Source: an optimization exercise on an open RTL-to-GDS flow (aim: small area, a short achievable clock period and few clock cycles). Production flows keep margins and buffers that such runs may drop.
Where RTL was checked, it was by simulation tests only, not by an equivalence proof against the original.
The clock input has no modelled driver; a real chip could not lean on it and would need a root buffer or a full tree.

==> flow/design.v <==
`timescale 1ns/10ps
module ELA(clk, rst, ready, in_data, data_rd, req, wen, addr, data_wr, done);
	input				clk;
	input				rst;
	input				ready;
	input		[7:0]	in_data;
	input		[7:0]	data_rd;
	output 	reg			req;
	output 	reg			wen;
	output 	reg	[12:0]	addr;
	output 	reg	[7:0]	data_wr;
	output 	reg			done;
reg idle, arr, pro, tri_;
reg [1:0] sub;
localparam [1:0] G0 = 2'b00, G1 = 2'b01, G2 = 2'b11, G3 = 2'b10;
wire [4:0] R = addr[12:8];
wire       o = addr[7];
wire [6:0] C = addr[6:0];
reg flast, ftend, fk0;
wire arr_end  = arr & (C == 7'd126);
wire last_arr = arr & flast;                          
wire tri_end  = tri_ & (sub == G2) & ftend;         
wire nreq = (idle & ready) | (arr_end & (R == 5'd0)) | (tri_end & (R != 5'd31));
always @(posedge clk) begin
  flast <= (C == 7'd125) & (R != 5'd0);
  ftend <= (sub == G1) & (C == 7'd126);
  fk0   <= nreq;
end
always @(posedge clk or posedge rst) begin
  if (rst) begin
    idle <= 1'b1; arr <= 1'b0; pro <= 1'b0; tri_ <= 1'b0;
    sub <= 2'd0;
    req <= 1'b0; wen <= 1'b0; done <= 1'b0;
  end else begin
    req <= nreq;
    if (idle & ready) begin idle <= 1'b0; arr <= 1'b1; end
    if (last_arr) begin arr <= 1'b0; pro <= 1'b1; end
    if (pro) begin
      sub <= {sub[0], ~sub[1]};
      if (sub == G3) begin pro <= 1'b0; tri_ <= 1'b1; end
    end
    if (tri_) begin
      sub <= {sub[0] & ~sub[1], ~sub[1]};
      if (tri_end) begin
        tri_ <= 1'b0;
        if (R != 5'd31) arr <= 1'b1;
      end
    end
    wen  <= (arr & ~last_arr) | (pro & sub == G1) |
            (tri_ & sub == G0) | tri_end;
    done <= ~(idle | arr | pro | tri_);
  end
end
reg [4:0] dR;
reg [6:0] dC;
reg       nO;
always @(*) begin
  dR = 5'd0; dC = 7'd0; nO = o;
  if (arr) begin
    dC = last_arr ? 7'd2 : 7'd1;
    if (fk0) begin dR = {4'd0, 1'b1} + {4'd0, o}; nO = 1'b0; end
  end
  if (pro) case (sub)
    G0: dR = -5'd1;
    G1: begin dR = 5'd1; dC = -7'd1; end
    G2: dC = 7'd2;
    default: dR = -5'd1;
  endcase
  if (tri_) case (sub)
    G0: begin dC = -7'd2; nO = 1'b1; end
    G1: begin dR = 5'd1; dC = 7'd3; nO = 1'b0; end
    default: begin
      dR = -5'd1;
      if (ftend) begin dC = -7'd2; nO = 1'b1; end
    end
  endcase
end
wire [4:0] Rb = idle ? 5'd31 : R;
wire [6:0] Cb = idle ? 7'd127 : C;
always @(posedge clk) begin
  addr <= {Rb + dR, nO & ~idle, Cb + dC};
end
reg [7:0] UA, UB, LA, LB, LC;
reg [7:0] dq, aq, bestd;
wire u_ld = (tri_ & (sub == G0)) | (pro & (sub == G1));
wire l_ld = (tri_ & (sub == G2)) | (pro & (sub == G0 | sub == G3));
wire [8:0] dif = {1'b0, UA} - {1'b0, LA};
wire [8:0] sum = {1'b0, UA} + {1'b0, LA};
wire lt = dq < bestd;
wire le = dq <= bestd;
wire take = tri_ & ((sub == G1) |
                    (sub == G2 & (C == 7'd1 | C == 7'd2 | le)) |
                    (sub == G0 & C != 7'd2 & lt));
always @(posedge clk) begin
  dq <= dif[8] ? -dif[7:0] : dif[7:0];
  aq <= sum[8:1];
  if (take) bestd <= dq;
  if (arr) data_wr <= in_data;
  else if (take) data_wr <= aq;
  UA <= UB;
  UB <= u_ld ? data_rd : UA;
  if (l_ld) LA <= data_rd;
  else begin LA <= LB; LB <= LC; LC <= LA; end
end
endmodule
==> flow/config.mk <==
export PLATFORM = sky130hd
export DESIGN_NAME = ELA
export DESIGN_NICKNAME = ELA
export VERILOG_FILES = /design/flow/design.v
export SDC_FILE = /design/flow/constraint.sdc
export NUM_CORES = 4
export LEC_CHECK = 0
export CAP_MARGIN = 40
export CORE_MARGIN = 2
export CORE_UTILIZATION = 70
export GPL_ROUTABILITY_DRIVEN = 1
export PLACE_DENSITY = 0.8
export SLEW_MARGIN = 40
==> flow/constraint.sdc <==
create_clock -name core_clock -period 13.0 [get_ports {clk}]
set_input_delay 2.6000 -clock core_clock [delete_from_list [all_inputs] [get_ports {clk}]]
set_output_delay 2.6000 -clock core_clock [all_outputs]
set_load 0.01 [all_outputs]
standard.sh (not shown) runs the stock make flow with config.mk's settings and CLKGATE_MAP_FILE= SYNTH_SCRIPT=/design/flow/synth_recipe.tcl, a recipe that flattens the netlist after the stock synthesis.
==> flow/flow/run.sh <==
#!/bin/bash
# The standard layout with two changes:
#  - port buffers are buf_2 cells (BUFFER_PORTS_ARGS), turned into buf_1 on the
#    inputs by flow/cts.tcl;
#  - output port buffers sit next to the flip-flops driving them (flow/cts.tcl);
#  - the clock tree is one level: the clock port drives four clkbuf_16 cells,
#    each driving the flip-flops of one quarter of the die
#    (flow/cts.tcl), instead of TritonCTS's two-level H-tree.
# Each tool's output goes to a log file of its own in this folder.
set -euo pipefail
export BUFFER_PORTS_ARGS="-buffer_cell sky130_fd_sc_hd__buf_2"
bash standard.sh place > place.log 2>&1
RES=$PWD/orfs/results/$FLOW_PLATFORM/ELA/base
RES=$RES openroad -no_init -exit flow/cts.tcl > cts.log 2>&1
cp $RES/4_1_cts.odb $RES/4_cts.odb
cp $RES/4_cts.sdc.tmp $RES/4_cts.sdc
bash standard.sh finish > finish.log 2>&1
Other scripts of this flow, unchanged in this note and not shown: flow/flow/cts.tcl
Testbench counts at the start, summed over its fixed seeds: cycles 129,008.
Next try:
==> flow/design.v (replaced) <==
`timescale 1ns/10ps
module ELA(clk, rst, ready, in_data, data_rd, req, wen, addr, data_wr, done);
	input				clk;
	input				rst;
	input				ready;
	input		[7:0]	in_data;
	input		[7:0]	data_rd;
	output 	reg			req;
	output 	reg			wen;
	output 	reg	[12:0]	addr;
	output 	reg	[7:0]	data_wr;
	output 	reg			done;
reg idle, arr, pro, tri_;
reg [1:0] sub;
wire [4:0] R = addr[12:8];
wire       o = addr[7];
wire [6:0] C = addr[6:0];
reg flast, ftend, fk0;
wire arr_end  = arr & (C == 7'd126);
wire last_arr = arr & flast;                          
wire tri_end  = tri_ & (sub == 2'd2) & ftend;         
wire nreq = (idle & ready) | (arr_end & (R == 5'd0)) | (tri_end & (R != 5'd31));
always @(posedge clk) begin
  flast <= (C == 7'd125) & (R != 5'd0);
  ftend <= (sub == 2'd1) & (C == 7'd126);
  fk0   <= nreq;
end
always @(posedge clk or posedge rst) begin
  if (rst) begin
    idle <= 1'b1; arr <= 1'b0; pro <= 1'b0; tri_ <= 1'b0;
    sub <= 2'd0;
    req <= 1'b0; wen <= 1'b0; done <= 1'b0;
  end else begin
    req <= nreq;
    if (idle & ready) begin idle <= 1'b0; arr <= 1'b1; end
    if (last_arr) begin arr <= 1'b0; pro <= 1'b1; end
    if (pro) begin
      sub <= sub + 2'd1;
      if (sub == 2'd3) begin pro <= 1'b0; tri_ <= 1'b1; end
    end
    if (tri_) begin
      sub <= (sub == 2'd2) ? 2'd0 : sub + 2'd1;
      if (tri_end) begin
        tri_ <= 1'b0;
        if (R != 5'd31) arr <= 1'b1;
      end
    end
    wen  <= (arr & ~last_arr) | (pro & sub == 2'd1) |
            (tri_ & sub == 2'd0) | tri_end;
    done <= ~(idle | arr | pro | tri_);
  end
end
reg [4:0] dR;
reg [6:0] dC;
reg       nO;
always @(*) begin
  dR = 5'd0; dC = 7'd0; nO = o;
  if (arr) begin
    dC = last_arr ? 7'd2 : 7'd1;
    if (fk0) begin dR = {4'd0, 1'b1} + {4'd0, o}; nO = 1'b0; end
  end
  if (pro) case (sub)
    2'd0: dR = -5'd1;
    2'd1: begin dR = 5'd1; dC = -7'd1; end
    2'd2: dC = 7'd2;
    default: dR = -5'd1;
  endcase
  if (tri_) case (sub)
    2'd0: begin dC = -7'd2; nO = 1'b1; end
    2'd1: begin dR = 5'd1; dC = 7'd3; nO = 1'b0; end
    default: begin
      dR = -5'd1;
      if (ftend) begin dC = -7'd2; nO = 1'b1; end
    end
  endcase
end
always @(posedge clk) begin
  if (idle) addr <= {5'd31, 1'b0, 7'd127};
  else addr <= {R + dR, nO, C + dC};
end
reg [7:0] UA, UB, LA, LB, LC;
reg [7:0] dq, aq, bestd;
wire u_ld = (tri_ & (sub == 2'd0)) | (pro & (sub == 2'd1));
wire l_ld = (tri_ & (sub == 2'd2)) | (pro & (sub == 2'd0 | sub == 2'd3));
wire [8:0] dif = {1'b0, UA} - {1'b0, LA};
wire [8:0] sum = {1'b0, UA} + {1'b0, LA};
wire lt = dq < bestd;
wire le = dq <= bestd;
wire take = tri_ & ((sub == 2'd1) |
                    (sub == 2'd2 & (C == 7'd1 | C == 7'd2 | le)) |
                    (sub == 2'd0 & C != 7'd2 & lt));
always @(posedge clk) begin
  dq <= dif[8] ? -dif[7:0] : dif[7:0];
  aq <= sum[8:1];
  if (take) bestd <= dq;
  if (arr) data_wr <= in_data;
  else if (take) data_wr <= aq;
  UA <= UB;
  UB <= u_ld ? data_rd : UA;
  if (l_ld) LA <= data_rd;
  else begin LA <= LB; LB <= LC; LC <= LA; end
end
endmodule
Setup slack loses 0.10 ns.
Hold slack is about the same.
Via count is higher by 0.86%.
First-iteration DRC count rises by 5.4%.
Utilization is higher by 0.23 points.
Only the layout flow was run in the second run of this note; the RTL was not checked for function there. In every run of this note, the design's own scripts or RTL, not TritonCTS, make the clock network.

separate check: timing with driven ports:
The results above use ideal ports. As a check the final layouts listed here were re-extracted and re-timed, cells and wires unchanged.
Step 1: set_driving_cell puts a clkbuf_16 on clk and a buf_2 on each other input, an assumption about the parent block.
Step 2, shift: input delay + t, output delay - t, t = (earliest + latest rising clock arrival at the registers) / 2. This alone moves slack from input paths to output paths.
Slacks: ideal ports / drivers / drivers and shift; pairs: ideal ports / drivers.
run	t, ns	setup slack, ns	latest minus earliest clock arrival (ns)
the first run	0.227	9.736 / 9.661 / 9.801	0.014 / 0.014
the second run	0.234	9.633 / 9.624 / 9.633	0.014 / 0.014
After both steps every run listed still meets setup and hold.
